From an optimization exercise on the open Yosys and OpenROAD flow, aimed at small area, a short achievable clock period and few clock cycles; shortcuts taken in it are not production practice. Only simulation tests tie the RTL to the original design; equivalence was not proved. Power figures rest on the tool's default switching activity, not on a simulated workload.

===== flow/config.mk =====
export PLATFORM = sky130hd
export DESIGN_NAME = sw
export DESIGN_NICKNAME = sw
export VERILOG_FILES = /design/flow/design.v
export SDC_FILE = /design/flow/constraint.sdc
export NUM_CORES = 4
export LEC_CHECK = 0
export CAP_MARGIN = 20
export CORE_MARGIN = 2
export CORE_UTILIZATION = 40
export PLACE_DENSITY = 0.6
export SETUP_SLACK_MARGIN = 3.6
export SLEW_MARGIN = 20

===== flow/constraint.sdc =====
create_clock -name core_clock -period 6.0 [get_ports {clk}]
set_input_delay 1.2000 -clock core_clock [delete_from_list [all_inputs] [get_ports {clk}]]
set_output_delay 1.2000 -clock core_clock [all_outputs]
set_load 0.01 [all_outputs]

===== flow/run.sh =====
#!/bin/bash
# synth_recipe.tcl (not shown) runs the flow's synth.tcl, then flattens the netlist and writes it again
# the make line also repeats each setting of config.mk as NAME=value (left out here)
make -C /OpenROAD-flow-scripts/flow DESIGN_CONFIG=/design/flow/config.mk WORK_HOME=/design/flow/orfs CLKGATE_MAP_FILE= SYNTH_SCRIPT=/design/flow/synth_recipe.tcl finish

===== flow/design.v =====
module sw(i0, i1, i2, i3, o0, o1, o2, o3, clk, rst);
  input clk, rst;
  input [9:0] i0, i1, i2, i3;
  output [9:0] o0, o1, o2, o3;
  wire [9:0] in [0:3];
  assign in[0] = i0; assign in[1] = i1; assign in[2] = i2; assign in[3] = i3;
  wire [8:0] f [0:3];      
  wire [3:0] av;           
  wire [3:0] rq [0:3];     
  reg  [3:0] hd;           
  reg  [3:0] str;          
  wire [3:0] pop;
  reg  [3:0] busy;         
  reg  [3:0] own [0:3];    
  reg  [9:0] ob [0:3];     
  wire [3:0] req [0:3];    
  wire [3:0] gnt [0:3];
  wire [3:0] sel [0:3];    
  wire [3:0] gin;          
  genvar i, j;
  generate
    for (i = 0; i < 4; i = i + 1) begin : g_in
      fifo q(.clk(clk), .rst(rst), .din({in[i][9], in[i][7:0]}),
             .dval(in[i][9] | in[i][8]), .pop(pop[i]), .h(f[i]), .hv(av[i]), .req(rq[i]));
      assign gin[i] = gnt[0][i] | gnt[1][i] | gnt[2][i] | gnt[3][i];
      assign pop[i] = (str[i] & av[i]) | gin[i];
    end
    for (j = 0; j < 4; j = j + 1) begin : g_out
      for (i = 0; i < 4; i = i + 1) begin : g_r
        assign req[j][i] = rq[i][j];
        assign sel[j][i] = busy[j] ? (own[j][i] & av[i]) : gnt[j][i];
      end
      arb a(.clk(clk), .rst(rst), .req(req[j]), .busy(busy[j]), .gnt(gnt[j]));
    end
  endgenerate
  function [9:0] pick;
    input [3:0] s;
    input [8:0] f0, f1, f2, f3;
    input [3:0] h;
    begin
      pick = ({10{s[0]}} & {f0[8], ~h[0], f0[7:0]}) |
             ({10{s[1]}} & {f1[8], ~h[1], f1[7:0]}) |
             ({10{s[2]}} & {f2[8], ~h[2], f2[7:0]}) |
             ({10{s[3]}} & {f3[8], ~h[3], f3[7:0]});
    end
  endfunction
  wire [3:0] tl = av & {f[3][8], f[2][8], f[1][8], f[0][8]};
  integer k, n;
  always @(posedge clk) begin
    for (k = 0; k < 4; k = k + 1)
      ob[k] <= pick(sel[k], f[0], f[1], f[2], f[3], str ^ 4'b1111);
    if (rst) begin
      str <= 4'b0000;
      busy <= 4'b0000;
      for (k = 0; k < 4; k = k + 1) begin
        ob[k][9:8] <= 2'b00;
      end
    end else begin
      str <= (str & ~tl) | gin;
      for (k = 0; k < 4; k = k + 1) begin
        if (busy[k]) begin
          if (|(own[k] & tl)) busy[k] <= 1'b0;
        end else if (|gnt[k]) begin
          busy[k] <= 1'b1;
          own[k] <= gnt[k];
        end
      end
    end
  end
  assign o0 = ob[0];
  assign o1 = ob[1];
  assign o2 = ob[2];
  assign o3 = ob[3];
endmodule
module fifo(clk, rst, din, dval, pop, h, hv, req);
  input clk, rst, dval, pop;
  input [8:0] din;
  output reg [8:0] h;    
  output reg hv;         
  output reg [3:0] req;  
  reg [15*9-1:0] mem;    
  reg [3:0] rp, wp;      
  reg hd;                
  reg empty, full;       
  function [3:0] dec;
    input [1:0] d;
    dec = {d == 2'd3, d == 2'd2, d == 2'd1, d == 2'd0};
  endfunction
  wire [8:0] rd = mem[9*rp +: 9];
  wire [3:0] rpn, wpn;           
  inc15 ir(.p(rp), .n(rpn));
  inc15 iw(.p(wp), .n(wpn));
  wire e_rd = (rpn == wp);       
  wire f_wr = (wpn == rp);       
  wire take = ~hv | pop;         
  wire fromm = take & ~empty;    
  wire byp = take & empty & dval;  
  wire wr = dval & ~byp;         
  wire [3:0] rq_rd = dec(rd[1:0]);
  wire [3:0] rq_in = dval ? dec(din[1:0]) : 4'b0000;
  wire tl = ~hd & h[8];          
  integer k;
  always @(posedge clk) begin
    for (k = 0; k < 15; k = k + 1)
      if (!full && wp == k) mem[9*k +: 9] <= din;
    if (fromm) h <= rd;
    else if (byp) h <= din;
    if (rst) begin
      rp <= 4'd0;
      wp <= 4'd0;
      empty <= 1'b1;
      full <= 1'b0;
      hv <= 1'b0;
      hd <= 1'b1;
      req <= 4'b0000;
    end else begin
      if (wr) wp <= wpn;
      if (fromm) rp <= rpn;
      empty <= fromm ? (wr ? empty : e_rd) : (wr ? 1'b0 : empty);
      full <= wr ? (fromm ? full : f_wr) : (fromm ? 1'b0 : full);
      hv <= ~take | ~empty | dval;
      if (pop) hd <= tl;
      if (pop) req <= tl ? (empty ? rq_in : rq_rd) : 4'b0000;
      else if (!hv) req <= hd ? rq_in : 4'b0000;
    end
  end
endmodule
module inc15(p, n);
  input [3:0] p;
  output [3:0] n;
  assign n = (p == 4'd14) ? 4'd0 : p + 4'd1;
endmodule
module arb(clk, rst, req, busy, gnt);
  input clk, rst, busy;
  input [3:0] req;
  output [3:0] gnt;
  reg [5:0] p;           
  wire [3:0] w [0:3];
  assign w[0] = {p[2], p[1], p[0], 1'b0};
  assign w[1] = {p[4], p[3], 1'b0, ~p[0]};
  assign w[2] = {p[5], 1'b0, ~p[3], ~p[1]};
  assign w[3] = {1'b0, ~p[5], ~p[4], ~p[2]};
  genvar i;
  generate
    for (i = 0; i < 4; i = i + 1) begin : g
      assign gnt[i] = req[i] & ~busy &
                      ~(req[(i+1)%4] & w[(i+1)%4][i]) &
                      ~(req[(i+2)%4] & w[(i+2)%4][i]) &
                      ~(req[(i+3)%4] & w[(i+3)%4][i]);
    end
  endgenerate
  always @(posedge clk) begin
    if (rst)
      p <= 6'b111111;    
    else if (|gnt)
      p <= ({6{gnt[0]}} & 6'b111000) |    
           ({6{gnt[1]}} & 6'b100001) |    
           ({6{gnt[2]}} & 6'b001011) |    
           ({6{gnt[3]}} & 6'b111111);     
  end
endmodule

==> reports/metrics.yaml, run 1 <==
status: "no timing/DRC/antenna violations"
setup_violations: 0
place_ws_ns: 2.261
max_freq_ghz: 0.4230
wl_per_cell_um: 22.92
start_util: 0.4030
overflow: 0
worstSetupPathType: "input port to flip-flop"
post-route-util: 0.4668
leakage_nw: 11.75
p_per_area_nw_per_um2: 423.3
stdcell_area_um2: 36100
grt_pass1_wl_um: 117300
critPathMaxFanout: 13
required_ns: 6.52
dp_hpwl_um: 48790
cts_root_buf: "clkbuf_16"
final_cells: 3351
antennaDiodeCount: 0
clk_pin_slew_worst_paths_ns: 0.06
ys.flop_type: "edfxtp_1"
grt_max_degree: 81
fp.dieH_um: 283.1
io_buffers: 81
holdPathEnd: "g_out[1].a.p[2]"
worstSkewPairLatency_ns: 0.62
dr.first_iter.drc_count: 2040
syn_inst: 2153
layout_common_cells: "592 x edfxtp_1, 243 x nand2_1, 132 x mux4_2, 123 x dfxtp_1, 97 x a22oi_1"
synthToLayoutAreaGrowth_pct: 15.85
num_vias: 19330
cp.arrival_ns: 2.88
placed_area_um2: 33170
maxCapViolCount: 0
htreeDepth: 3
wl_um: 76810
via_per_inst: 5.769
die_width_um: 283.1
dieArea_um2: 80170
design.core.area_um2: 77340
start_kind: "input port"
worst_pin_slew_ns: 1.099
antenna_found_initial: 3
ys_seq_elements: 728
slew_violations: 0
grt_setup_unrepaired: "true"
skew_ns: 0.01774
ff2ff_path_depth: 7
pin_count: 82
gp_congestion: 0.8620
ff2ff_setup_slack_ns: 3.67
hold_ws_ns: 0.4768
r2r-end: "g_in[1].q.req[2]"
ant_nets: 0
nets: 2293
peakVddDrop_v: 0.0002419
grt_pass1_vias: 19040
whs_path_depth: 2
async_flop_share: 0
dr.pass1.iters: 6
final_common_cell: "edfxtp_1"
tns_ns: 0
fin_ws_ns: 3.636
r2r-start: "g_in[1].q.rp[0]"
syn_area_per_cell_um2: 14.48
yosys_warnings: 7
cts.sinks: 728
slew_headroom: 0.2672
hold_path_class: "flip-flop to flip-flop"
cts_buffer_depth: 3
end_kind: "flip-flop"
period_minus_slack_ns: 2.364
synth_nets: 2195
layout-drive-gt1-share: 0.2116
drc: 0
synth_edf_count: 592
hp-start: "g_out[1].a.p[2]"
cts_hold_buf: 0
ys_seq_area_frac: 0.6578
netlist_area_um2: 31170
finalPower_mw: 15.28
post-route-period-util: 0.3940
numCtsBuffers: 76
cts_tree: "built"
synth.distinct_cells: 84
rows: 102
hold_violations: 0
place_inst: 3191
grt.total_usage: 0.1881
[layer usage]
metal  routed length (um)  global-route usage
met5                   21                   0
met4                 1766             0.05966
met3                 4694             0.02899
met2                36110              0.2969
met1                34220              0.2684
[where the power goes]
part           internal (mW)  switching [mW]  total, mW
clock                   2.73            1.96       4.69
combinational           1.50            2.18       3.68
sequential              6.22           0.686       6.91
[Yosys cell counts (7+ instances only)]
library cell,number,area [um^2]
o311ai_0,7,61.31
nand2b_1,41,256.5
or2_2,9,56.30
o2111ai_1,8,70.07
a22oi_1,97,728.2
nand3_1,52,260.3
nand4_1,11,68.82
dfxtp_1,136,2723
nand3b_1,11,82.58
nor4_1,8,50.05
or3_1,7,43.79
a211oi_1,10,75.07
o31ai_1,10,75.07
buf_2,39,195.2
nor2_1,94,352.8
nor2b_1,35,219.0
mux4_2,132,2973
buf_4,8,60.06
a221oi_1,8,70.07
and2b_1,7,52.55
a21oi_2,7,61.31
nand4b_1,7,61.31
a21o_1,7,52.55
inv_1,35,131.4
o211ai_1,14,105.1
a31oi_1,16,100.1
xor2_1,9,78.83
o21ai_0,83,415.4
mux2i_1,54,540.5
a21oi_1,79,395.4
nand2_1,243,912.1
mux2_2,9,101.4
nor3_1,44,220.2
clkbuf_1,84,315.3
edfxtp_1,592,17780
a31o_2,8,70.07
[cell type report]
| class | instances | area, um^2 |
|---|---|---|
| Clock buffer | 97 | 2033 |
| Clock inverter | 41 | 464.2 |
| Fill cell | 6639 | 41230 |
| Inverter | 37 | 138.9 |
| Multi-Input combinational cell | 1245 | 10150 |
| Sequential cell | 728 | 20530 |
| Tap cell | 1040 | 1301 |
| Timing Repair Buffer | 163 | 1488 |
[sequential cells by signal, indices dropped and copies added (netlist names), 16 cells and up]
name	count
g_in.q.mem	540
ob	40
g_in.q.req	16
own	16
g_in.q.rp	16
g_in.q.wp	16
g_out.a.p	24
g_in.q.h	36
[repair_timing]
action	in CTS	in global routing
cloned	0	1
setup buffers	10	10
pin swaps	4	7
endpoints found under the setup margin	155	182
gates resized for setup	138	62
[kinds of logic after synthesis]
| family | after synthesis | share of synthesized area |
|---|---|---|
| flip-flops | 728 | 0.6578 |
| AND/OR/NAND/NOR | 604 | 0.09487 |
| AO/OA/AOI/OAI | 431 | 0.1011 |
| multiplexers | 196 | 0.1167 |
| buffers and inverters | 180 | 0.02565 |
| XOR/XNOR | 14 | 0.003934 |
[worst max-delay path by stage]
stage	cells after the start	slack, ns	start	to
CTS	8	3.54	i0[9]	g_in[0].q.req[3]
detailed placement	7	2.26	i2[9]	g_in[2].q.req[1]
global placement	7	2.35	i2[9]	g_in[2].q.req[0]
finish	7	3.64	i1[8]	g_in[1].q.req[2]
global route	7	3.57	i1[8]	g_in[1].q.req[2]
floorplan	3	3.62	i0[8]	g_in[0].q.h[0]
[worst max-delay path, stage by stage]
cell and delay, ns:
clkdlybuf4s50_1 0.53, nor2_4 0.11, nor3b_4 0.27, nand3b_1 0.11
a21oi_1 0.24, a21oi_1 0.08, a2111oi_2 0.33
Testbench counts, summed over its fixed seeds: cycles 2,639.
==> inputs of run 2 (changes only) <==
--- a/flow/config.mk
+++ b/flow/config.mk
@@ -8,6 +8,9 @@
 export CAP_MARGIN = 20
 export CORE_MARGIN = 2
 export CORE_UTILIZATION = 40
+export CTS_BUF_LIST = sky130_fd_sc_hd__clkbuf_8
+export CTS_CLUSTER_DIAMETER = 50
+export CTS_CLUSTER_SIZE = 16
 export PLACE_DENSITY = 0.6
 export SETUP_SLACK_MARGIN = 3.6
 export SLEW_MARGIN = 20
==> run 2 against run 1 <==
Net effect: global-route usage is essentially flat; die area unchanged; hold slack better by 0.0074 ns; critical path type is now flip-flop to output pin; critical endpoint is now o3[1].
==> reports/metrics.yaml, run 2 <==
yosys_warnings: 7  # unchanged
worst_pin_slew_ns: 1.094  # was 1.099 ns
finalPower_mw: 13.93  # was 15.28 mW
design.core.area_um2: 77340  # unchanged
whs_path_depth: 2  # unchanged
drc: 0  # unchanged
overflow: 0  # unchanged
dr.first_iter.drc_count: 2250  # was 2040
place_ws_ns: 2.261  # unchanged
numCtsBuffers: 75  # was 76
largest_register: "g_in.q.mem"  # unchanged
tns_ns: 0  # unchanged
slew_headroom: 0.2707  # was 0.2672
post-route-util: 0.4548  # was 0.4668
ys_seq_area_frac: 0.6578  # unchanged
period_minus_slack_ns: 2.385  # was 2.364 ns
grt.total_usage: 0.1881  # about the same
hp-start: "g_out[1].a.p[2]"  # unchanged
skew_ns: 0.03953  # was 0.01774 ns
crit_cells: 1  # was 7
die_width_um: 283.1  # unchanged
multi_input_area_um2: 10140  # was 10150 um^2
wl_per_cell_um: 22.83  # was 22.92 um
dp_hpwl_um: 48790  # unchanged
pin_count: 82  # unchanged
grt_setup_unrepaired: "true"  # unchanged
cpLargestDelayFamily: "flip-flops"  # was compound AO/OA/AOI/OAI gates
cts_tree: "built"  # unchanged
ant_nets: 0  # unchanged
muxShareOfSynthArea: 0.1167  # unchanged
start_kind: "flip-flop"  # was input port
syn_area_per_cell_um2: 14.48  # unchanged
ys.flop_type: "edfxtp_1"  # unchanged
cts_root_buf: "clkbuf_8"  # was clkbuf_16
largest_reg_flops: 540  # unchanged
num_vias: 19230  # was 19330
via_per_inst: 5.726  # was 5.769
setup_violations: 0  # unchanged
fin_ws_ns: 3.615  # was 3.636 ns
synth_edf_count: 592  # unchanged
ff2ff_setup_slack_ns: 3.68  # was 3.67 ns
worstSkewPairLatency_ns: 0.70  # was 0.62 ns
fp.dieH_um: 283.1  # unchanged
crit_buf_inv: 1  # unchanged
start_util: 0.4030  # unchanged
grt_pass1_vias: 18960  # was 19040
required_ns: 4.80  # was 6.52 ns
p_per_area_nw_per_um2: 396.1  # was 423.3 nW/um^2
cp.arrival_ns: 1.18  # was 2.88 ns
dr.pass1.iters: 6  # unchanged
maxCapViolCount: 0  # unchanged
htreeDepth: 3  # unchanged
layout_common_cells: "592 x edfxtp_1, 243 x nand2_1, 132 x mux4_2, 110 x dfxtp_1, 97 x a22oi_1"  # was 592 x edfxtp_1, 243 x nand2_1, 132 x mux4_2, 123 x dfxtp_1, 97 x a22oi_1
status: "no timing/DRC/antenna violations"  # unchanged
synth.largest_area_cell: "edfxtp_1"  # unchanged
worstSetupPathType: "flip-flop to output pin"  # was input port to flip-flop
netlist_area_um2: 31170  # unchanged
final_common_cell: "edfxtp_1"  # unchanged
cts.sinks: 728  # unchanged
reg_top3: "g_in.q.mem: 540 flops, ob: 40 flops, g_in.q.h: 36 flops"  # unchanged
nets: 2296  # was 2293
grt_pass1_wl_um: 117100  # was 117300 um
synth_nets: 2195  # unchanged
end_kind: "output pin"  # was flip-flop
synth_most_common_cell: "edfxtp_1"  # unchanged
critPathSlowestCell: "dfxtp_4"  # was clkdlybuf4s50_1
async_flop_share: 0  # unchanged
cts_buffer_depth: 3  # unchanged
synth_compound_area_frac: 0.1011  # unchanged
syn_inst: 2153  # unchanged
synth.distinct_cells: 84  # unchanged
synth_xor_area_frac: 0.003934  # unchanged
wl_um: 76680  # was 76810 um
rows: 102  # unchanged
slew_violations: 0  # unchanged
hold_path_class: "flip-flop to flip-flop"  # unchanged
clk_pin_slew_worst_paths_ns: 0.09  # was 0.06 ns
crit_start: "ob[3][1]"  # was i1[8]
antenna_found_initial: 3  # unchanged
r2r-start: "g_in[3].q.wp[0]"  # was g_in[1].q.rp[0]
dieArea_um2: 80170  # unchanged
max_freq_ghz: 0.4194  # was 0.4230 GHz
synth-simple-area-share: 0.09487  # unchanged
netlist_top_cells_area: "edfxtp_1 57%, mux4_2 9.5%, dfxtp_1 8.7%, nand2_1 2.9%, a22oi_1 2.3%"  # unchanged
seq_area_um2: 20550  # was 20530 um^2
hold_violations: 0  # unchanged
io_buffers: 81  # unchanged
max_stage_delay_ns: 0.37  # was 0.53 ns
synth_top_area_share: 0.5704  # unchanged
yosys-top-cells-count: "592 x edfxtp_1, 243 x nand2_1, 136 x dfxtp_1"  # unchanged
ff2ff_path_depth: 2  # was 7
layout-drive-gt1-share: 0.2310  # was 0.2116
synthToLayoutAreaGrowth_pct: 12.85  # was 15.85%
gp_congestion: 0.8620  # unchanged
grt_max_degree: 81  # unchanged
post-route-period-util: 0.3974  # was 0.3940
ys_seq_elements: 728  # unchanged
synth_top_family_by_area: "multiplexers"  # unchanged
path_cells: "buf_6"  # was clkdlybuf4s50_1 > nor2_4 > nor3b_4 > nand3b_1 > a21oi_1 > a21oi_1 > a2111oi_2
peakVddDrop_v: 0.0001752  # was 0.0002419 V
synth_fa_ha_area_frac: 0  # unchanged
leakage_nw: 11.45  # was 11.75 nW
critPathMaxFanout: 1  # was 13
cts_hold_buf: 0  # unchanged
fill_cells: 6791  # was 6639
==> run 2: worst reg2reg max path, stage by stage (launching register included) <==
cell and delay (ns):
dfxtp_1 0.79, nand2b_1 0.33, nor3_2 0.83
==> run 2: worst paths after layout <==
kind                                      endpoint
worst max-delay path                         o3[1]
worst min-delay path               g_out[1].a.p[2]
worst max register to register  g_in[3].q.mem[121]
worst min register to register     g_out[1].a.p[2]
==> run 2: area by class of cell <==
cell class / instances / share of cell area
sequential: 728 / 0.5842
timing repair buffer: 167 / 0.04031
tap: 1040 / 0.03700
inverter: 37 / 0.003949
clock buffer: 76 / 0.02974
antenna: 2 / 0.0001423
multi-input combinational: 1245 / 0.2884
clock inverter: 63 / 0.01619
==> run 2: report_power, final <==
| part | internal (mW) | total, mW | switching [mW] | leakage [nW] |
|---|---|---|---|---|
| clock network | 1.41 | 3.36 | 1.95 | 0.854 |
| registers | 6.22 | 6.90 | 0.683 | 6.54 |
| logic | 1.50 | 3.67 | 2.17 | 4.06 |
| total | 9.12 | 13.9 | 4.81 | 11.5 |
==> run 2: routing by layer <==
| layer | routed length [um] | up-vias | global-route usage |
|---|---|---|---|
| met2 | 36090 | 710 | 0.2992 |
| met1 | 34140 | 9751 | 0.2703 |
| li1 | - | 8640 | - |
| met4 | 1531 | 2 | 0.05093 |
| met3 | 4904 | 124 | 0.02826 |
| met5 | 13 | - | 0 |
==> run 2: cells by family (layout without fill, tap and decap cells) <==
kind of cell	after synthesis	count (layout)
and+or+nand+nor	604	604
muxes	196	196
AOI/OAI and AO/OA	431	431
buffers and inverters	180	343
DFF	728	728
other	0	2
xor gates and xnor gates	14	14
==> run 2: stage by stage <==
stage / cells / instance area [um^2] / hold slack, ns
3_5_place_dp: 3191 / 33170 / 0.4664
5_1_grt: 3358 / 35170 / 0.5193
6_report: 3358 / 35170 / 0.4842
4_1_cts: 3347 / 34900 / 0.4792
2_1_floorplan: 2153 / 31190 / 0.4306
3_3_place_gp: 3190 / 33140 / 0.4500
==> run 2: repair_timing <==
| action | 4_1_cts | 5_1_grt |
|---|---|---|
| gates cloned | 0 | 1 |
| endpoints found under the setup margin | 153 | 145 |
| pin swaps | 7 | 4 |
| gates resized for setup | 211 | 51 |
| buffers inserted | 17 | 7 |
==> inputs of run 3 (changes only) <==
==> flow/flow/run.sh (new file) <==
#!/bin/bash
# Standard ORFS layout, with plain buffers (buf_4) on the ports instead of the
# delay-cell buffers buffer_ports picks by default.
set -euo pipefail
export BUFFER_PORTS_ARGS="-buffer_cell sky130_fd_sc_hd__buf_4"
bash standard.sh finish > orfs_make.log 2>&1
==> flow/standard.sh (new file) <==
#!/bin/bash
# synth_recipe.tcl (not shown) runs the flow's synth.tcl, then flattens the netlist and writes it again
# the make line also repeats each setting of config.mk as NAME=value (left out here)
make -C /OpenROAD-flow-scripts/flow DESIGN_CONFIG=/design/flow/config.mk WORK_HOME=/design/flow/orfs CLKGATE_MAP_FILE= SYNTH_SCRIPT=/design/flow/synth_recipe.tcl "${@:-finish}"
removed: flow/run.sh
==> run 3 against run 2 <==
Net effect: global-route usage fell by 0.17 points; design area is 0.44% higher; die area unchanged; clock-buffer cell count increased by 2; still clean; maximum frequency decreased by 0.57%; power is 2.4% higher; clock power rose by 7.7%; setup slack got worse by 0.014 ns; core utilization up 0.20 points; final cell count is essentially flat; critical path depth unchanged; sequential share of layout area is 0.26 points lower; largest cell class unchanged.
==> reports/metrics.yaml, run 3 <==
status: "no timing/DRC/antenna violations"  # unchanged
leakage_nw: 11.52  # was 11.45 nW
peakVddDrop_v: 0.0001696  # was 0.0001752 V
hold_path_class: "flip-flop to flip-flop"  # unchanged
worst_pin_slew_ns: 1.134  # was 1.094 ns
reg_top3: "g_in.q.mem: 540 flops, ob: 40 flops, g_in.q.h: 36 flops"  # unchanged
numCtsBuffers: 77  # was 75
synth_top_area_share: 0.5704  # unchanged
via_per_inst: 5.722  # was 5.726
final_common_cell: "edfxtp_1"  # unchanged
slew_violations: 0  # unchanged
required_ns: 4.80  # about the same
end_kind: "output pin"  # unchanged
dieArea_um2: 80170  # unchanged
hold_violations: 0  # unchanged
largest_register: "g_in.q.mem"  # unchanged
grt.total_usage: 0.1864  # was 0.1881
grt_setup_unrepaired: "true"  # unchanged
largest_reg_flops: 540  # unchanged
met3_usage: 0.02995  # was 0.02826
critPathMaxFanout: 1  # unchanged
final_cells: 3355  # was 3358
cts_tree: "built"  # unchanged
async_flop_share: 0  # unchanged
slew_headroom: 0.2412  # was 0.2707
grt_max_degree: 51  # was 81
dr.pass1.iters: 6  # unchanged
pin_count: 82  # unchanged
stdcell_area_um2: 35320  # was 35170 um^2
num_vias: 19200  # was 19230
cts_root_buf: "clkbuf_8"  # unchanged
finalPower_mw: 14.27  # was 13.93 mW
p_per_area_nw_per_um2: 403.9  # was 396.1 nW/um^2
antenna_found_initial: 1  # was 3
netlist_area_um2: 31170  # unchanged
synth_nets: 2195  # unchanged
io_buffers: 81  # unchanged
synth.distinct_cells: 84  # unchanged
die_width_um: 283.1  # unchanged
grt_pass1_wl_um: 116400  # was 117100 um
worstSkewPairLatency_ns: 0.72  # was 0.70 ns
ant_nets: 0  # unchanged
overflow: 0  # unchanged
gp_congestion: 0.8668  # was 0.8620
critPathSlowestCell: "dfxtp_4"  # unchanged
max_freq_ghz: 0.4170  # was 0.4194 GHz
synthToLayoutAreaGrowth_pct: 13.34  # was 12.85%
max_stage_delay_ns: 0.37  # about the same
yosys_warnings: 7  # unchanged
wl_per_cell_um: 22.72  # was 22.83 um
period_minus_slack_ns: 2.398  # was 2.385 ns
cpLargestDelayFamily: "flip-flops"  # unchanged
worstSetupPathType: "flip-flop to output pin"  # unchanged
setup_violations: 0  # unchanged
grt_pass1_vias: 18790  # was 18960
start_kind: "flip-flop"  # unchanged
cp.arrival_ns: 1.20  # was 1.18 ns
layout_common_cells: "592 x edfxtp_1, 243 x nand2_1, 143 x buf_4, 132 x mux4_2, 116 x dfxtp_1"  # was 592 x edfxtp_1, 243 x nand2_1, 132 x mux4_2, 110 x dfxtp_1, 97 x a22oi_1
rows: 102  # unchanged
crit_buf_inv: 1  # unchanged
top_usage_layer: "met2"  # unchanged
dp_hpwl_um: 48360  # was 48790 um
drc: 0  # unchanged
nets: 2295  # was 2296
syn_inst: 2153  # unchanged
cts.sinks: 728  # unchanged
clk_pin_slew_worst_paths_ns: 0.09  # about the same
cts_buffer_depth: 3  # unchanged
tns_ns: 0  # unchanged
placed_area_um2: 32860  # was 33170 um^2
ys_seq_area_frac: 0.6578  # unchanged
path_cells: "buf_6"  # unchanged
wl_um: 76230  # was 76680 um
gr-usage-met1: 0.2644  # was 0.2703
layout-drive-gt1-share: 0.2395  # was 0.2310
start_util: 0.4030  # unchanged
htreeDepth: 3  # unchanged
ys_seq_elements: 728  # unchanged
skew_ns: 0.04120  # was 0.03953 ns
yosys-top-cells-count: "592 x edfxtp_1, 243 x nand2_1, 136 x dfxtp_1"  # unchanged
use_met2: 0.2979  # was 0.2992
design.core.area_um2: 77340  # unchanged
synth_edf_count: 592  # unchanged
synth_most_common_cell: "edfxtp_1"  # unchanged
netlist_top_cells_area: "edfxtp_1 57%, mux4_2 9.5%, dfxtp_1 8.7%, nand2_1 2.9%, a22oi_1 2.3%"  # unchanged
fp.dieH_um: 283.1  # unchanged
syn_area_per_cell_um2: 14.48  # unchanged
post-route-period-util: 0.3997  # was 0.3974
synth.largest_area_cell: "edfxtp_1"  # unchanged
ys.flop_type: "edfxtp_1"  # unchanged
place_inst: 3181  # was 3191
maxCapViolCount: 0  # unchanged
dr.first_iter.drc_count: 1927  # was 2250
run 3: cell counts after synthesis:
No cell type changed its count.
run 3: cells by family (layout without fill, tap and decap cells):
logic type	Yosys count	in the layout	share of synthesized area
other	0	2	0
muxes	196	196	0.1167
buffers and inverters	180	340	0.02565
and+or+nand+nor	604	604	0.09487
xor gates and xnor gates	14	14	0.003934
AOI/OAI and AO/OA	431	431	0.1011
DFF	728	728	0.6578
run 3: repair_timing:
item | in CTS | in global routing
cloned | 3 | 1
setup endpoints to repair | 132 | 118
endpoints found under the hold margin | 0 | 0
resized for setup | 52 | 30
setup buffers | 11 | 16
hold buffers | 0 | 0
pin swaps | 3 | 8
run 3: worst min-delay path: cells and delay by family, from the launching register on:
kind          cells  cell delay (ns)
simple gates      2             0.10
flops             1             0.34
run 3: area by class of cell:
class / count / area [um^2]
multi-input combinational: 1245 / 10090
antenna: 2 / 5.005
clock inverter: 61 / 709.4
clock buffer: 78 / 1074
tap: 1040 / 1301
sequential: 728 / 20540
timing repair buffer: 164 / 1461
inverter: 37 / 140.1
fill: 6778 / 42020
run 3: power by group:
part | switching [mW] | leakage (nW) | total [mW] | internal, mW
logic | 2.16 | 4.08 | 3.72 | 1.56
clock network | 2.00 | 0.906 | 3.62 | 1.62
registers | 0.706 | 6.54 | 6.92 | 6.22
total | 4.87 | 11.5 | 14.3 | 9.39
run 3: path summary, 6_finish.rpt:
check,start,end,slack (ns),cells after the start
worst min register to register,g_out[0].a.p[2],g_out[0].a.p[2],0.48,2
worst max register to register,g_in[0].q.rp[1],g_in[0].q.req[1],3.69,7
worst max-delay path,ob[0][1],o0[1],3.60,1
worst min-delay path,g_out[0].a.p[2],g_out[0].a.p[2],0.48,2
run 3: layer usage:
layer	routed length, um	up-vias
li1	-	8610
met1	33980	9774
met2	36310	681
met3	4404	131
met4	1532	0
met5	0	-
run 3: metrics by stage:
| stage | hold slack [ns] | util | worst slack [ns] |
|---|---|---|---|
| 2_1_floorplan | 0.4306 | - | 3.618 |
| 3_3_place_gp | 0.4561 | 0.4246 | 2.866 |
| 3_5_place_dp | 0.4618 | 0.4249 | 2.816 |
| 4_1_cts | 0.4743 | 0.4530 | 3.548 |
| 5_1_grt | 0.5062 | 0.4567 | 3.557 |
| 6_report | 0.4754 | 0.4567 | 3.602 |
==> inputs of run 4 (changes only) <==
==> flow/flow/run.sh (replaced) <==
#!/bin/bash
# Standard ORFS layout, with plain buffers (buf_4) on the ports instead of the
# delay-cell buffers buffer_ports picks by default, and sizing not held to
# the cell footprint.
set -euo pipefail
export BUFFER_PORTS_ARGS="-buffer_cell sky130_fd_sc_hd__buf_4"
bash standard.sh MATCH_CELL_FOOTPRINT=0 finish > orfs_make.log 2>&1
--- a/flow/config.mk
+++ b/flow/config.mk
@@ -12,5 +12,5 @@
 export CTS_CLUSTER_DIAMETER = 50
 export CTS_CLUSTER_SIZE = 16
 export PLACE_DENSITY = 0.6
-export SETUP_SLACK_MARGIN = 3.6
+export SETUP_SLACK_MARGIN = 3.9
 export SLEW_MARGIN = 20
==> run 4 against run 3 <==
Net effect: still clean; critical path depth is the same; die area is the same; hold slack lost 0.0097 ns; global-route usage grew 0.64 points; wire length grew 4.7%; setup slack gained 0.076 ns; largest cell class unchanged.
==> reports/metrics.yaml, run 4 <==
clk_pin_slew_worst_paths_ns: 0.09  # about the same
dr.first_iter.drc_count: 1983  # was 1927
cts_root_buf: "clkbuf_8"  # unchanged
peakVddDrop_v: 0.0001754  # was 0.0001696 V
place_inst: 3166  # was 3181
synth.distinct_cells: 84  # unchanged
leakage_nw: 12.29  # was 11.52 nW
antenna_found_initial: 5  # was 1
grt.total_usage: 0.1928  # was 0.1864
largest_register: "g_in.q.mem"  # unchanged
dieArea_um2: 80170  # unchanged
htreeDepth: 3  # unchanged
overflow: 0  # unchanged
critPathSlowestCell: "dfxtp_2"  # was dfxtp_4
critPathMaxFanout: 1  # unchanged
final_cells: 3448  # was 3355
final_common_cell: "edfxtp_1"  # unchanged
synth.largest_area_cell: "edfxtp_1"  # unchanged
start_kind: "flip-flop"  # unchanged
worst_pin_slew_ns: 0.9344  # was 1.134 ns
grt_pass1_vias: 19450  # was 18790
path_cells: "buf_6"  # unchanged
netlist_area_um2: 31170  # unchanged
design.core.area_um2: 77340  # unchanged
cts_tree: "built"  # unchanged
crit_cells: 1  # unchanged
ys.flop_type: "edfxtp_1"  # unchanged
p_int_mw: 10.01  # was 9.393 mW
worstSetupPathType: "flip-flop to output pin"  # unchanged
required_ns: 4.80  # about the same
maxCapViolCount: 0  # unchanged
whs_path_depth: 2  # unchanged
synth_most_common_cell: "edfxtp_1"  # unchanged
skew_ns: 0.02961  # was 0.04120 ns
yosys_warnings: 7  # unchanged
worstSkewPairLatency_ns: 0.68  # was 0.72 ns
grt_max_degree: 81  # was 51
reg_top3: "g_in.q.mem: 540 flops, ob: 40 flops, g_in.q.h: 36 flops"  # unchanged
synthToLayoutAreaGrowth_pct: 20.66  # was 13.34%
max_freq_ghz: 0.4306  # was 0.4170 GHz
hold_violations: 0  # unchanged
synth_top_area_share: 0.5704  # unchanged
pin_count: 82  # unchanged
grt_pass1_wl_um: 119900  # was 116400 um
ys_seq_area_frac: 0.6578  # unchanged
largest_reg_flops: 540  # unchanged
crit_buf_inv: 1  # unchanged
clkPwrFrac: 0.234  # was 0.254
cpLargestDelayFamily: "flip-flops"  # unchanged
start_util: 0.4030  # unchanged
layout_common_cells: "592 x edfxtp_1, 228 x nand2_1, 152 x buf_4, 132 x mux4_2, 95 x a22oi_1"  # was 592 x edfxtp_1, 243 x nand2_1, 143 x buf_4, 132 x mux4_2, 116 x dfxtp_1
via_per_inst: 5.727  # was 5.722
post-route-period-util: 0.3871  # was 0.3997
ff2ff_path_depth: 8  # was 7
ant_nets: 0  # unchanged
layout-drive-gt1-share: 0.3407  # was 0.2395
status: "no timing/DRC/antenna violations"  # unchanged
wl_per_cell_um: 23.15  # was 22.72 um
switchingPower_mw: 5.215  # was 4.874 mW
cts.sinks: 728  # unchanged
num_vias: 19750  # was 19200
end_kind: "output pin"  # unchanged
rows: 102  # unchanged
numCtsBuffers: 76  # was 77
gp_congestion: 0.8653  # was 0.8668
async_flop_share: 0  # unchanged
drc: 0  # unchanged
cts_hold_buf: 0  # unchanged
combPwrFrac: 0.305  # was 0.261
period_minus_slack_ns: 2.323  # was 2.398 ns
cp.arrival_ns: 1.12  # was 1.20 ns
io_buffers: 81  # unchanged
synth_nets: 2195  # unchanged
ys_seq_elements: 728  # unchanged
yosys-top-cells-count: "592 x edfxtp_1, 243 x nand2_1, 136 x dfxtp_1"  # unchanged
syn_area_per_cell_um2: 14.48  # unchanged
slew_headroom: 0.3748  # was 0.2412
seqPwrFrac: 0.461  # was 0.485
wl_um: 79840  # was 76230 um
hold_path_class: "flip-flop to flip-flop"  # unchanged
setup_violations: 0  # unchanged
dp_hpwl_um: 48040  # was 48360 um
netSwitchingFraction: 0.3426  # was 0.3416
nets: 2392  # was 2295
slew_violations: 0  # unchanged
tns_ns: 0  # unchanged
fp.dieH_um: 283.1  # unchanged
p_per_area_nw_per_um2: 404.8  # was 403.9 nW/um^2
dr.pass1.iters: 6  # unchanged
max_stage_delay_ns: 0.33  # was 0.37 ns
cts_buffer_depth: 3  # unchanged
die_width_um: 283.1  # unchanged
grt_setup_unrepaired: "true"  # unchanged
netlist_top_cells_area: "edfxtp_1 57%, mux4_2 9.5%, dfxtp_1 8.7%, nand2_1 2.9%, a22oi_1 2.3%"  # unchanged
synth_edf_count: 592  # unchanged
syn_inst: 2153  # unchanged
==> run 4: per-layer routing <==
metal | vias to the layer above | GRT usage | share of wire
met5 | - | 0 | 0.00049
met1 | 9979 | 0.2712 | 0.42
met4 | 6 | 0.04524 | 0.016
met2 | 826 | 0.3112 | 0.48
met3 | 110 | 0.03615 | 0.074
li1 | 8827 | - | -
==> run 4: cells by family (layout without fill, tap and decap cells) <==
group / Yosys count / in the layout / synth area share
AOI/OAI and AO/OA: 431 / 432 / 0.1011
xor gates and xnor gates: 14 / 14 / 0.003934
buffers and inverters: 180 / 433 / 0.02565
DFF: 728 / 728 / 0.6578
muxes: 196 / 196 / 0.1167
other: 0 / 1 / 0
and+or+nand+nor: 604 / 604 / 0.09487
==> run 4: power groups by stage <==
| stage | registers [mW] | logic (mW) | clock network, mW |
|---|---|---|---|
| 3_5_place_dp | 7.03 | 3.44 | 0 |
| 3_3_place_gp | 6.99 | 3.39 | 0 |
| 2_1_floorplan | 6.62 | 2.63 | 0 |
| 5_1_grt | 7.07 | 4.98 | 3.87 |
| 6_report | 7.01 | 4.65 | 3.57 |
| 4_1_cts | 6.96 | 4.11 | 3.66 |
==> run 4: worst min-delay path, stage by stage, from the launching register on <==
cell     delay, ns
dfxtp_1       0.33
nand2_1       0.06
nand2_1       0.04
==> run 4: layout make-up <==
class,count,area (um^2)
Clock inverter,57,656.9
Fill cell,6561,39730
Tap cell,1040,1301
Clock buffer,78,1074
Inverter,37,142.6
Timing Repair Buffer,261,2760
Sequential cell,728,20660
Multi-Input combinational cell,1246,11010
Antenna cell,1,2.502
==> run 4: metrics by stage <==
| step | worst slack, ns | power [mW] | instance area [um^2] | hold WS, ns | util |
|---|---|---|---|---|---|
| after global routing | 3.618 | 15.92 | 37600 | 0.4992 | 0.4862 |
| final | 3.677 | 15.22 | 37600 | 0.4657 | 0.4862 |
| after global placement | 2.965 | 10.38 | 32890 | 0.4465 | 0.4253 |
| after CTS | 3.621 | 14.74 | 36360 | 0.4653 | 0.4701 |
| after detailed placement | 2.972 | 10.47 | 32920 | 0.4492 | 0.4256 |
| after floorplan | 3.837 | 9.248 | 31430 | 0.4306 | - |
==> run 4: worst paths after layout <==
check	from	slack, ns	end
hold / removal	g_out[0].a.p[2]	0.47	g_out[0].a.p[2]
setup reg to reg	g_in[0].q.rp[1]	3.77	g_in[0].q.req[1]
setup / recovery	ob[3][6]	3.68	o3[6]
hold reg to reg	g_out[0].a.p[2]	0.47	g_out[0].a.p[2]
==> run 4: timing repair <==
| item | CTS | global route |
|---|---|---|
| endpoints found under the setup margin | 541 | 498 |
| pin swaps | 42 | 63 |
| setup buffers | 62 | 62 |
| resized for setup | 248 | 147 |
| hold endpoints to repair | 0 | 0 |
| cloned | 12 | 9 |
==> inputs of run 5 (changes only) <==
--- a/flow/design.v
+++ b/flow/design.v
@@ -58,12 +58,8 @@
     end else begin
       str <= (str & ~tl) | gin;
       for (k = 0; k < 4; k = k + 1) begin
-        if (busy[k]) begin
-          if (|(own[k] & tl)) busy[k] <= 1'b0;
-        end else if (|gnt[k]) begin
-          busy[k] <= 1'b1;
-          own[k] <= gnt[k];
-        end
+        busy[k] <= busy[k] ? ~|(own[k] & tl) : |req[k];
+        if (!busy[k]) own[k] <= gnt[k];
       end
     end
   end
@@ -103,8 +99,7 @@
   always @(posedge clk) begin
     for (k = 0; k < 15; k = k + 1)
       if (!full && wp == k) mem[9*k +: 9] <= din;
-    if (fromm) h <= rd;
-    else if (byp) h <= din;
+    if (take) h <= empty ? din : rd;
     if (rst) begin
       rp <= 4'd0;
       wp <= 4'd0;
@@ -152,7 +147,7 @@
   always @(posedge clk) begin
     if (rst)
       p <= 6'b111111;    
-    else if (|gnt)
+    else if (~busy & |req)    
       p <= ({6{gnt[0]}} & 6'b111000) |    
            ({6{gnt[1]}} & 6'b100001) |    
            ({6{gnt[2]}} & 6'b001011) |    
==> flow/flow/run.sh (replaced) <==
#!/bin/bash
# Standard ORFS layout, with plain buffers (buf_4) on the ports instead of the
# delay-cell buffers buffer_ports picks by default.
set -euo pipefail
export BUFFER_PORTS_ARGS="-buffer_cell sky130_fd_sc_hd__buf_4"
bash standard.sh finish > orfs_make.log 2>&1
==> flow/config.mk (replaced) <==
export PLATFORM = sky130hd
export DESIGN_NAME = sw
export DESIGN_NICKNAME = sw
export VERILOG_FILES = /design/flow/design.v
export SDC_FILE = /design/flow/constraint.sdc
export NUM_CORES = 4
export LEC_CHECK = 0
export CAP_MARGIN = 20
export CORE_MARGIN = 2
export CORE_UTILIZATION = 40
export CTS_CLUSTER_DIAMETER = 80
export CTS_CLUSTER_SIZE = 24
export PLACE_DENSITY = 0.6
export SETUP_SLACK_MARGIN = 3.6
export SLEW_MARGIN = 20
==> run 5 against run 4 <==
Net effect: synthesized area barely moved; power fell by 9.7%; largest power group unchanged; highest routed layer is now met4; synthesized cell count fell by 1.1%; maximum frequency fell by 0.15%; die area barely moved; clock skew rose by 0.0032 ns.
==> reports/metrics.yaml, run 5 <==
netlist_top_cells_area: "edfxtp_1 57%, mux4_2 9.0%, dfxtp_1 8.7%, nand2_1 2.1%, a22oi_1 2.0%"  # was edfxtp_1 57%, mux4_2 9.5%, dfxtp_1 8.7%, nand2_1 2.9%, a22oi_1 2.3%
synth_nets: 2172  # was 2195
netlist_area_um2: 31140  # was 31170 um^2
leakage_nw: 11.01  # was 12.29 nW
final_common_cell: "edfxtp_1"  # unchanged
grt_pass1_wl_um: 117100  # was 119900 um
wl_um: 77220  # was 79840 um
start_util: 0.4034  # was 0.4030
antenna_found_initial: 0  # was 5
cts.sinks: 728  # unchanged
syn_inst: 2130  # was 2153
start_kind: "flip-flop"  # unchanged
critPathSlowestCell: "nor2_1"  # was dfxtp_2
htreeDepth: 2  # was 3
rows: 102  # unchanged
synth_most_common_cell: "edfxtp_1"  # unchanged
numCtsBuffers: 39  # was 76
largest_register: "g_in.q.mem"  # unchanged
io_buffers: 81  # unchanged
status: "no timing/DRC/antenna violations"  # unchanged
ys_seq_area_frac: 0.6582  # was 0.6578
required_ns: 6.19  # was 4.80 ns
skew_ns: 0.03276  # was 0.02961 ns
synth.largest_area_cell: "edfxtp_1"  # unchanged
num_vias: 19020  # was 19750
dr.pass1.iters: 6  # unchanged
tns_ns: 0  # unchanged
grt.total_usage: 0.1883  # was 0.1928
nets: 2224  # was 2392
synth_edf_count: 592  # unchanged
fp.dieH_um: 283.0  # was 283.1 um
p_per_area_nw_per_um2: 396.5  # was 404.8 nW/um^2
syn_area_per_cell_um2: 14.62  # was 14.48 um^2
cp.arrival_ns: 2.52  # was 1.12 ns
largest_reg_flops: 540  # unchanged
grt_setup_unrepaired: "true"  # unchanged
setup_violations: 0  # unchanged
peakVddDrop_v: 0.0001863  # was 0.0001754 V
worstSkewPairLatency_ns: 0.59  # was 0.68 ns
slew_headroom: 0.2539  # was 0.3748
worst_pin_slew_ns: 1.105  # was 0.9344 ns
yosys-top-cells-count: "592 x edfxtp_1, 172 x nand2_1, 136 x dfxtp_1"  # was 592 x edfxtp_1, 243 x nand2_1, 136 x dfxtp_1
maxCapViolCount: 0  # unchanged
end_kind: "flip-flop"  # was output pin
pin_count: 82  # unchanged
cts_buffer_depth: 3  # unchanged
yosys_warnings: 7  # unchanged
ff2ff_setup_slack_ns: 3.67  # was 3.77 ns
die_width_um: 283.0  # was 283.1 um
hold_path_class: "flip-flop to flip-flop"  # unchanged
ys.flop_type: "edfxtp_1"  # unchanged
async_flop_share: 0  # unchanged
critPathMaxFanout: 17  # was 1
slew_violations: 0  # unchanged
dp_hpwl_um: 49420  # was 48040 um
r2r-start: "g_in[1].q.wp[0]"  # was g_in[0].q.rp[1]
max_freq_ghz: 0.4299  # was 0.4306 GHz
dr.first_iter.drc_count: 2053  # was 1983
reg_top3: "g_in.q.mem: 540 flops, ob: 40 flops, g_in.q.h: 36 flops"  # unchanged
synth.distinct_cells: 91  # was 84
cts_tree: "built"  # unchanged
cts_root_buf: "clkbuf_16"  # was clkbuf_8
clk_pin_slew_worst_paths_ns: 0.09  # about the same
antennaDiodeCount: 0  # was 1
worstSetupPathType: "flip-flop to flip-flop"  # was flip-flop to output pin
synthToLayoutAreaGrowth_pct: 11.35  # was 20.66%
ant_nets: 0  # unchanged
hp-start: "g_out[0].a.p[2]"  # unchanged
ys_seq_elements: 728  # unchanged
grt_pass1_vias: 18570  # was 19450
overflow: 0  # unchanged
hold_violations: 0  # unchanged
max_stage_delay_ns: 0.82  # was 0.33 ns
period_minus_slack_ns: 2.326  # was 2.323 ns
synth_top_area_share: 0.5708  # was 0.5704
dieArea_um2: 80110  # was 80170 um^2
layout_common_cells: "592 x edfxtp_1, 171 x nand2_1, 140 x buf_4, 124 x mux4_2, 120 x dfxtp_1"  # was 592 x edfxtp_1, 228 x nand2_1, 152 x buf_4, 132 x mux4_2, 95 x a22oi_1
crit_start: "g_in[1].q.wp[0]"  # was ob[3][6]
post-route-period-util: 0.3877  # was 0.3871
gp_congestion: 0.8799  # was 0.8653
post-route-util: 0.4492  # was 0.4862
path_cells: "nand2b_1 > nor2_1"  # was buf_6
layout-drive-gt1-share: 0.2270  # was 0.3407
wl_per_cell_um: 23.75  # was 23.15 um
drc: 0  # unchanged
grt_max_degree: 81  # unchanged
via_per_inst: 5.851  # was 5.727
design.core.area_um2: 77210  # was 77340 um^2
-- run 5: changes by cell type after synthesis, sizes merged, moves of 7 or more --
cell    before  now
a211o        5   14
nand2      243  172
a31oi       17   24
mux4       132  124
o211ai      14    6
o21ai       88   71
and2b        7    0
nor2        96  104
a22oi       97   85
nand3b      11   18
mux2         9   36
-- run 5: worst paths after layout --
path                            end  cells past startpoint
hold / removal      g_out[0].a.p[2]                      2
setup reg to reg  g_in[1].q.mem[13]                      2
hold reg to reg     g_out[0].a.p[2]                      2
setup / recovery  g_in[1].q.mem[13]                      2
-- run 5: kinds of logic (layout without fill, tap and decap cells) --
family / Yosys count / count (layout) / synth area share
flops: 728 / 728 / 0.6582
buf+inv: 186 / 267 / 0.02607
compound gates: 446 / 446 / 0.1029
simple gates: 533 / 533 / 0.08601
mux: 221 / 221 / 0.1223
xor+xnor: 16 / 16 / 0.004500
-- run 5: per-stage QoR --
step                      area (um^2)  std cells  power, mW  setup slack, ns  hold WS (ns)
after global routing            34680       3251      14.35            3.449        0.4922
after floorplan                 31150       2130      9.245            3.594        0.4301
after CTS                       34350       3230      13.67            3.557        0.4676
after detailed placement        32780       3144      10.55            2.819        0.4537
after global placement          32750       3143      10.46            2.895        0.4464
final                           34680       3251      13.75            3.674        0.4636
-- run 5: final cells by class --
class	count	area [um^2]
well taps	1040	1301
fillers	6754	42530
clock buffers	55	1067
clock inverters	15	157.7
repair buffers	156	1349
flip-flops and latches	728	20540
multi-input cells	1216	10110
inverters	41	156.4
-- run 5: worst max-delay path, delay by kind of cell (launching register included) --
kind | cells | cell delay (ns)
simple gates | 2 | 1.15
flops | 1 | 0.77
-- run 5: metal layers --
layer | wire length, um | vias to the layer above | GRT usage | share of wire
met4 | 1461 | 0 | 0.04242 | 0.019
met2 | 36360 | 724 | 0.3027 | 0.47
li1 | - | 8465 | - | -
met1 | 34460 | 9741 | 0.2718 | 0.45
met3 | 4938 | 90 | 0.02689 | 0.064
met5 | 0 | - | 0 | 0
-- run 5: report_power, final --
part	total, mW	internal [mW]	switching, mW
logic	3.66	1.59	2.07
registers	7.10	6.28	0.823
clock network	2.99	1.35	1.64
total	13.8	9.22	4.53
-- run 5: what timing repair did --
action,in CTS,in global routing
pin swaps,4,4
hold buffers,0,0
gates cloned,1,1
gates resized for setup,44,38
buffers inserted,15,20
setup endpoints to repair,174,112
Testbench counts of run 5, summed over its fixed seeds: cycles 2,639.
==> inputs of run 6 (changes only) <==
--- a/flow/config.mk
+++ b/flow/config.mk
@@ -11,5 +11,5 @@
 export CTS_CLUSTER_DIAMETER = 80
 export CTS_CLUSTER_SIZE = 24
 export PLACE_DENSITY = 0.6
-export SETUP_SLACK_MARGIN = 3.6
+export SETUP_SLACK_MARGIN = 3.8
 export SLEW_MARGIN = 20
==> run 6 against run 5 <==
Net effect: still clean on timing, DRC and antenna; sequential power up 1%; maximum frequency up 3.1%; via count up 1.3%; die area unchanged; synthesized cell count unchanged; critical path depth unchanged; clock-buffer cell count up 2; register-to-register slack better by 0.07 ns; core utilization up 1.7 points; final cell count up 1.0%; critical path type unchanged; largest cell class unchanged.
==> reports/metrics.yaml, run 6 <==
status: "no timing/DRC/antenna violations"  # unchanged
pin_count: 82  # unchanged
max_freq_ghz: 0.4432  # was 0.4299 GHz
overflow: 0  # unchanged
hold_ws_ns: 0.4698  # was 0.4636 ns
antennaDiodeCount: 0  # unchanged
synth.largest_area_cell: "edfxtp_1"  # unchanged
antenna_found_initial: 3  # was 0
seqPwrFrac: 0.502  # was 0.517
hold_path_class: "flip-flop to flip-flop"  # unchanged
synth_top_area_share: 0.5708  # unchanged
wl_um: 78140  # was 77220 um
ys.flop_type: "edfxtp_1"  # unchanged
cts.sinks: 728  # unchanged
p_per_area_nw_per_um2: 396.6  # was 396.5 nW/um^2
synth_nets: 2172  # unchanged
slew_violations: 0  # unchanged
maxCapViolCount: 0  # unchanged
muxShareOfSynthArea: 0.1223  # unchanged
fp.dieH_um: 283.0  # unchanged
slew_headroom: 0.3138  # was 0.2539
start_kind: "flip-flop"  # unchanged
critPathMaxFanout: 17  # unchanged
required_ns: 6.23  # was 6.19 ns
ys_seq_elements: 728  # unchanged
synth.distinct_cells: 91  # unchanged
peakVddDrop_v: 0.0002015  # was 0.0001863 V
synth_edf_count: 592  # unchanged
num_vias: 19270  # was 19020
layout_common_cells: "592 x edfxtp_1, 169 x nand2_1, 124 x mux4_2, 103 x buf_4, 85 x a22oi_1"  # was 592 x edfxtp_1, 171 x nand2_1, 140 x buf_4, 124 x mux4_2, 120 x dfxtp_1
tns_ns: 0  # unchanged
syn_inst: 2130  # unchanged
dr.pass1.iters: 10  # was 6
htreeDepth: 2  # unchanged
via_per_inst: 5.867  # was 5.851
end_kind: "flip-flop"  # unchanged
grt_pass1_wl_um: 117800  # was 117100 um
ys_seq_area_frac: 0.6582  # unchanged
final_common_cell: "edfxtp_1"  # unchanged
wl_per_cell_um: 23.80  # was 23.75 um
clk_pin_slew_worst_paths_ns: 0.09  # about the same
ff2ff_path_depth: 2  # unchanged
hp-start: "g_out[0].a.p[2]"  # unchanged
period_minus_slack_ns: 2.256  # was 2.326 ns
die_width_um: 283.0  # unchanged
cts_buffer_depth: 3  # unchanged
hold_violations: 0  # unchanged
reg_top3: "g_in.q.mem: 540 flops, ob: 40 flops, g_in.q.h: 36 flops"  # unchanged
worstSetupPathType: "flip-flop to flip-flop"  # unchanged
switchingPower_mw: 4.734  # was 4.527 mW
ant_nets: 0  # unchanged
worst_pin_slew_ns: 1.028  # was 1.105 ns
holdPathEnd: "g_out[0].a.p[2]"  # unchanged
ff2ff_setup_slack_ns: 3.74  # was 3.67 ns
post-route-period-util: 0.3760  # was 0.3877
cts_tree: "built"  # unchanged
synth_top_family_by_area: "multiplexers"  # unchanged
cts_root_buf: "clkbuf_16"  # unchanged
setup_violations: 0  # unchanged
rows: 102  # unchanged
async_flop_share: 0  # unchanged
leakage_nw: 11.42  # was 11.01 nW
grt.total_usage: 0.1889  # was 0.1883
io_buffers: 81  # unchanged
numCtsBuffers: 39  # unchanged
largest_reg_flops: 540  # unchanged
r2r-start: "g_in[1].q.wp[0]"  # unchanged
combPwrFrac: 0.286  # was 0.266
whs_path_depth: 2  # unchanged
synth-simple-area-share: 0.08601  # unchanged
layout-drive-gt1-share: 0.2914  # was 0.2270
finalPower_mw: 14.29  # was 13.75 mW
gp_congestion: 0.8508  # was 0.8799
yosys-top-cells-count: "592 x edfxtp_1, 172 x nand2_1, 136 x dfxtp_1"  # unchanged
place_ws_ns: 2.924  # was 2.819 ns
grt_pass1_vias: 18820  # was 18570
nets: 2255  # was 2224
cp.arrival_ns: 2.49  # was 2.52 ns
yosys_warnings: 7  # unchanged
drc: 0  # unchanged
dp_hpwl_um: 48850  # was 49420 um
p_int_mw: 9.554  # was 9.223 mW
fin_ws_ns: 3.744  # was 3.674 ns
dr.first_iter.drc_count: 2218  # was 2053
start_util: 0.4034  # unchanged
skew_ns: 0.03186  # was 0.03276 ns
clkPwrFrac: 0.211  # was 0.217
design.core.area_um2: 77210  # unchanged
synth_fa_ha_area_frac: 0  # unchanged
synth_compound_area_frac: 0.1029  # unchanged
cts_hold_buf: 0  # unchanged
syn_area_per_cell_um2: 14.62  # unchanged
synth_most_common_cell: "edfxtp_1"  # unchanged
synthToLayoutAreaGrowth_pct: 15.69  # was 11.35%
worstSkewPairLatency_ns: 0.60  # was 0.59 ns
grt_setup_unrepaired: "true"  # unchanged
netlist_area_um2: 31140  # unchanged
r2r-end: "g_in[1].q.mem[124]"  # was g_in[1].q.mem[13]
netlist_top_cells_area: "edfxtp_1 57%, mux4_2 9.0%, dfxtp_1 8.7%, nand2_1 2.1%, a22oi_1 2.0%"  # unchanged
dieArea_um2: 80110  # unchanged
largest_register: "g_in.q.mem"  # unchanged
synth_xor_area_frac: 0.004499  # unchanged
grt_max_degree: 45  # was 81
netSwitchingFraction: 0.3313  # was 0.3293
## run 6: changes by cell type in the layout (fill, tap and decap cells not counted), sizes merged
cell      previous run  this run
buf                154       178
clkbuf              56        65
clkinv               2         5
inv                 50        48
clkinvlp             2         1
## run 6: routing by layer
metal,up-vias,wire length (um),global-route usage
li1,8551,-,-
met5,-,40,0
met3,129,4766,0.03003
met1,9856,34790,0.2738
met4,6,1850,0.04774
met2,724,36700,0.2979
## run 6: per-stage QoR
stage,utilization,cells,area (um^2)
2_1_floorplan,-,2130,31200
3_3_place_gp,0.4238,3137,32730
5_1_grt,0.4667,3284,36030
6_report,0.4667,3284,36030
4_1_cts,0.4527,3241,34960
3_5_place_dp,0.4244,3137,32770
## run 6: worst max path at each step
stage / start / end / slack, ns / cells after the start
floorplan: g_in[2].q.rp[0] / g_in[2].q.h[2] / 3.80 / 5
finish: g_in[1].q.wp[0] / g_in[1].q.mem[124] / 3.74 / 2
global placement: g_in[2].q.rp[1] / g_in[2].q.req[0] / 2.93 / 7
global route: g_in[1].q.wp[0] / g_in[1].q.mem[119] / 3.65 / 2
CTS: g_in[1].q.wp[3] / g_in[1].q.mem[86] / 3.57 / 4
detailed placement: g_in[2].q.rp[1] / g_in[2].q.req[1] / 2.92 / 7
## run 6: cell type report
| class | count | area [um^2] |
|---|---|---|
| fill | 6594 | 41180 |
| multi-input combinational | 1216 | 10570 |
| timing repair buffer | 187 | 2088 |
| sequential | 728 | 20650 |
| tap | 1040 | 1301 |
| clock buffer | 57 | 1086 |
| inverter | 41 | 162.7 |
| clock inverter | 15 | 170.2 |
## run 6: critical path: stages (launching register included)
cell and delay [ns]:
dfxtp_1 0.80, nand2b_1 0.45, nor3_4 0.66
## run 6: kinds of logic after synthesis
logic type             count (synthesis)
AO/OA/AOI/OAI                        446
XOR/XNOR                              16
buffers and inverters                186
flip-flops                           728
multiplexers                         221
AND/OR/NAND/NOR                      533
## run 6: timing repair
| item | in CTS | in global routing |
|---|---|---|
| gates resized for setup | 177 | 144 |
| setup endpoints to repair | 429 | 334 |
| endpoints found under the hold margin | 0 | 0 |
| pin swaps | 10 | 20 |
| gates cloned | 3 | 8 |
| setup buffers | 29 | 35 |
## run 6: power by group through the flow
stage               clock network (mW)  registers [mW]  logic [mW]
finish                            3.02            7.17        4.09
CTS                               3.08            7.12        3.74
global route                      3.24            7.26        4.40
detailed placement                   0            7.26        3.31
global placement                     0            7.22        3.24
floorplan                            0            6.69        2.57
==> inputs of run 7 (changes only) <==
--- a/flow/config.mk
+++ b/flow/config.mk
@@ -8,8 +8,8 @@
 export CAP_MARGIN = 20
 export CORE_MARGIN = 2
 export CORE_UTILIZATION = 40
-export CTS_CLUSTER_DIAMETER = 80
-export CTS_CLUSTER_SIZE = 24
+export CTS_CLUSTER_DIAMETER = 100
+export CTS_CLUSTER_SIZE = 30
 export PLACE_DENSITY = 0.6
-export SETUP_SLACK_MARGIN = 3.8
+export SETUP_SLACK_MARGIN = 3.6
 export SLEW_MARGIN = 20
==> run 7 against run 6 <==
Net effect: largest cell class unchanged; critical path depth rose by 4; setup slack got worse by 0.076 ns; sequential share of layout area grew 2.7 points; synthesized cell count stayed put; die area stayed put; maximum frequency fell by 3.2%; still clean.
==> reports/metrics.yaml, run 7 <==
top_usage_layer: "met2"  # unchanged
die_width_um: 283.0  # unchanged
async_flop_share: 0  # unchanged
numCtsBuffers: 29  # was 39
synth.distinct_cells: 91  # unchanged
layout_common_cells: "592 x edfxtp_1, 171 x nand2_1, 130 x buf_4, 124 x mux4_2, 117 x dfxtp_1"  # was 592 x edfxtp_1, 169 x nand2_1, 124 x mux4_2, 103 x buf_4, 85 x a22oi_1
start_kind: "flip-flop"  # unchanged
htreeDepth: 1  # was 2
syn_area_per_cell_um2: 14.62  # unchanged
cts_buffer_depth: 3  # unchanged
post-route-period-util: 0.3886  # was 0.3760
netlist_area_um2: 31140  # unchanged
wl_per_cell_um: 23.88  # was 23.80 um
p_per_area_nw_per_um2: 386.1  # was 396.6 nW/um^2
slew_violations: 0  # unchanged
dieArea_um2: 80110  # unchanged
pin_count: 82  # unchanged
rows: 102  # unchanged
tns_ns: 0  # unchanged
max_freq_ghz: 0.4289  # was 0.4432 GHz
cts_root_buf: "clkbuf_16"  # unchanged
design.core.area_um2: 77210  # unchanged
wl_um: 77010  # was 78140 um
grt_pass1_vias: 18520  # was 18820
grt.total_usage: 0.1864  # was 0.1889
dr.first_iter.drc_count: 2104  # was 2218
fill_cells: 6789  # was 6594
met3_usage: 0.02319  # was 0.03003
drc: 0  # unchanged
leakage_nw: 10.78  # was 11.42 nW
largest_register: "g_in.q.mem"  # unchanged
overflow: 0  # unchanged
synth_top_area_share: 0.5708  # unchanged
hold_path_class: "flip-flop to flip-flop"  # unchanged
largest_reg_flops: 540  # unchanged
cts_tree: "built"  # unchanged
worstSetupPathType: "flip-flop to flip-flop"  # unchanged
maxCapViolCount: 0  # unchanged
grt_max_degree: 81  # was 45
cts.sinks: 728  # unchanged
setup_violations: 0  # unchanged
fin_ws_ns: 3.668  # was 3.744 ns
synth_nets: 2172  # unchanged
hold_ws_ns: 0.4685  # was 0.4698 ns
yosys_warnings: 7  # unchanged
skew_ns: 0.03070  # was 0.03186 ns
dp_hpwl_um: 49420  # was 48850 um
clk_pin_slew_worst_paths_ns: 0.12  # was 0.09 ns
finalPower_mw: 13.22  # was 14.29 mW
whs_path_depth: 2  # unchanged
syn_inst: 2130  # unchanged
synth_most_common_cell: "edfxtp_1"  # unchanged
reg_top3: "g_in.q.mem: 540 flops, ob: 40 flops, g_in.q.h: 36 flops"  # unchanged
cp.arrival_ns: 2.82  # was 2.49 ns
status: "no timing/DRC/antenna violations"  # unchanged
worst_pin_slew_ns: 1.134  # was 1.028 ns
clkPwrFrac: 0.189  # was 0.211
netSwitchingFraction: 0.3344  # was 0.3313
ff2ff_path_depth: 6  # was 2
seqPwrFrac: 0.537  # was 0.502
cts_hold_buf: 0  # unchanged
combPwrFrac: 0.273  # was 0.286
ys.flop_type: "edfxtp_1"  # unchanged
grt_pass1_wl_um: 116700  # was 117800 um
synthToLayoutAreaGrowth_pct: 9.943  # was 15.69%
peakVddDrop_v: 0.0001937  # was 0.0002015 V
synth.largest_area_cell: "edfxtp_1"  # unchanged
dr.pass1.iters: 6  # was 10
slew_headroom: 0.2341  # was 0.3138
nets: 2204  # was 2255
ant_nets: 0  # unchanged
antenna_found_initial: 0  # was 3
io_buffers: 81  # unchanged
gr-usage-met1: 0.2695  # was 0.2738
place_ws_ns: 2.819  # was 2.924 ns
use_met2: 0.3037  # was 0.2979
p_int_mw: 8.800  # was 9.554 mW
final_common_cell: "edfxtp_1"  # unchanged
switchingPower_mw: 4.421  # was 4.734 mW
start_util: 0.4034  # unchanged
ys_seq_elements: 728  # unchanged
layout-drive-gt1-share: 0.2157  # was 0.2914
critPathMaxFanout: 7  # was 17
grt_setup_unrepaired: "true"  # unchanged
fp.dieH_um: 283.0  # unchanged
hold_violations: 0  # unchanged
gp_congestion: 0.8799  # was 0.8508
num_vias: 18910  # was 19270
end_kind: "flip-flop"  # unchanged
ys_seq_area_frac: 0.6582  # unchanged
synth_edf_count: 592  # unchanged
netlist_top_cells_area: "edfxtp_1 57%, mux4_2 9.0%, dfxtp_1 8.7%, nand2_1 2.1%, a22oi_1 2.0%"  # unchanged
worstSkewPairLatency_ns: 0.64  # was 0.60 ns
period_minus_slack_ns: 2.332  # was 2.256 ns
yosys-top-cells-count: "592 x edfxtp_1, 172 x nand2_1, 136 x dfxtp_1"  # unchanged
via_per_inst: 5.863  # was 5.867
required_ns: 6.48  # was 6.23 ns
ff2ff_setup_slack_ns: 3.67  # was 3.74 ns
[run 7: cell counts after synthesis]
No cell type changed its count.
[run 7: power by group through the flow]
stage | Combinational, mW | Sequential, mW | Clock (mW)
3_5_place_dp | 3.31 | 7.24 | 0
6_report | 3.61 | 7.10 | 2.50
4_1_cts | 3.51 | 7.08 | 2.57
5_1_grt | 3.92 | 7.18 | 2.72
3_3_place_gp | 3.26 | 7.20 | 0
2_1_floorplan | 2.55 | 6.69 | 0
[run 7: final timing paths]
check / from / end
hold reg to reg: g_out[0].a.p[2] / g_out[0].a.p[2]
hold / removal: g_out[0].a.p[2] / g_out[0].a.p[2]
setup / recovery: g_in[2].q.req[2] / g_in[3].q.wp[1]
setup reg to reg: g_in[2].q.req[2] / g_in[3].q.wp[1]
[run 7: what timing repair did]
action                     4_1_cts  5_1_grt
setup endpoints to repair      172      101
setup buffers                   17        8
pin swaps                        3        2
cloned                           0        2
gates resized for setup         45       35
[run 7: area by class of cell]
type | instances | area [um^2] | area share
Inverter | 41 | 156.4 | 0.004568
Antenna cell | 1 | 2.502 | 0.00007308
Multi-Input combinational cell | 1216 | 10100 | 0.2948
Clock inverter | 5 | 78.83 | 0.002302
Tap cell | 1040 | 1301 | 0.03800
Timing Repair Buffer | 146 | 1266 | 0.03698
Clock buffer | 48 | 797.0 | 0.02328
Sequential cell | 728 | 20540 | 0.6000
[run 7: stage by stage]
stage,area (um^2),cells,util
finish,34240,3225,0.4435
CTS,33980,3214,0.4401
global route,34240,3224,0.4434
floorplan,31150,2130,-
global placement,32750,3143,0.4242
detailed placement,32780,3144,0.4246
[run 7: kinds of logic (layout without fill, tap and decap cells)]
group,count (synthesis),after routing,synth area share
mux,221,221,0.1223
xor+xnor,16,16,0.004500
buf+inv,186,240,0.02607
other cells,0,1,0
flops,728,728,0.6582
simple gates,533,533,0.08601
compound gates,446,446,0.1029
[run 7: worst max-delay path, cell delays in order, from the launching register on]
cell	delay, ns
dfxtp_1	0.50
a22o_1	0.23
a2111oi_4	0.08
nor4_4	0.62
a21oi_2	0.22
o311ai_1	0.39
o41ai_1	0.15
[run 7: metal layers]
| metal | part of all wire | wire [um] | up-vias |
|---|---|---|---|
| met5 | 0 | 0 | - |
| met4 | 0.018 | 1390 | 0 |
| met3 | 0.064 | 4895 | 86 |
| met2 | 0.47 | 36550 | 709 |
| met1 | 0.44 | 34170 | 9686 |
| li1 | - | - | 8428 |

[port drivers added, routing unchanged]
The flow's constraints put no driver on any port. The routed layouts listed below were extracted and timed again, unchanged, in two steps.
Step 1 sets driving cells, clkbuf_16 on the clock port and buf_2 on the other inputs (assumed; they add their load-dependent delay and slew).
Step 2 times the ports against the registers' clock, not the clock port: input delays grow and output delays shrink by t, the midpoint of the rising clock arrivals with the driver on.
a / b / c = no drivers / after step 1 / after step 2; a / b = the first two.
run	shift t [ns]	setup WS [ns]	worst setup path after step 2	latest minus earliest clock arrival (ns)
run 1	0.682	3.636 / 3.570 / 2.973	input to register	0.019 / 0.019
run 2	0.744	3.615 / 3.550 / 2.914	input to register	0.045 / 0.045
run 3	0.758	3.602 / 3.535 / 3.065	input to register	0.050 / 0.050
run 4	0.734	3.677 / 3.617 / 3.193	input to register	0.037 / 0.038
run 5	0.637	3.674 / 3.673 / 3.036	input to register	0.036 / 0.036
run 6	0.655	3.744 / 3.688 / 3.213	input to register	0.036 / 0.036
run 7	0.676	3.668 / 3.634 / 3.064	input to register	0.031 / 0.031
After both steps every run listed still meets setup and hold. The setup slack of run 2, which loses most, moves by -0.065 ns with the drivers and by -0.701 ns with both steps.
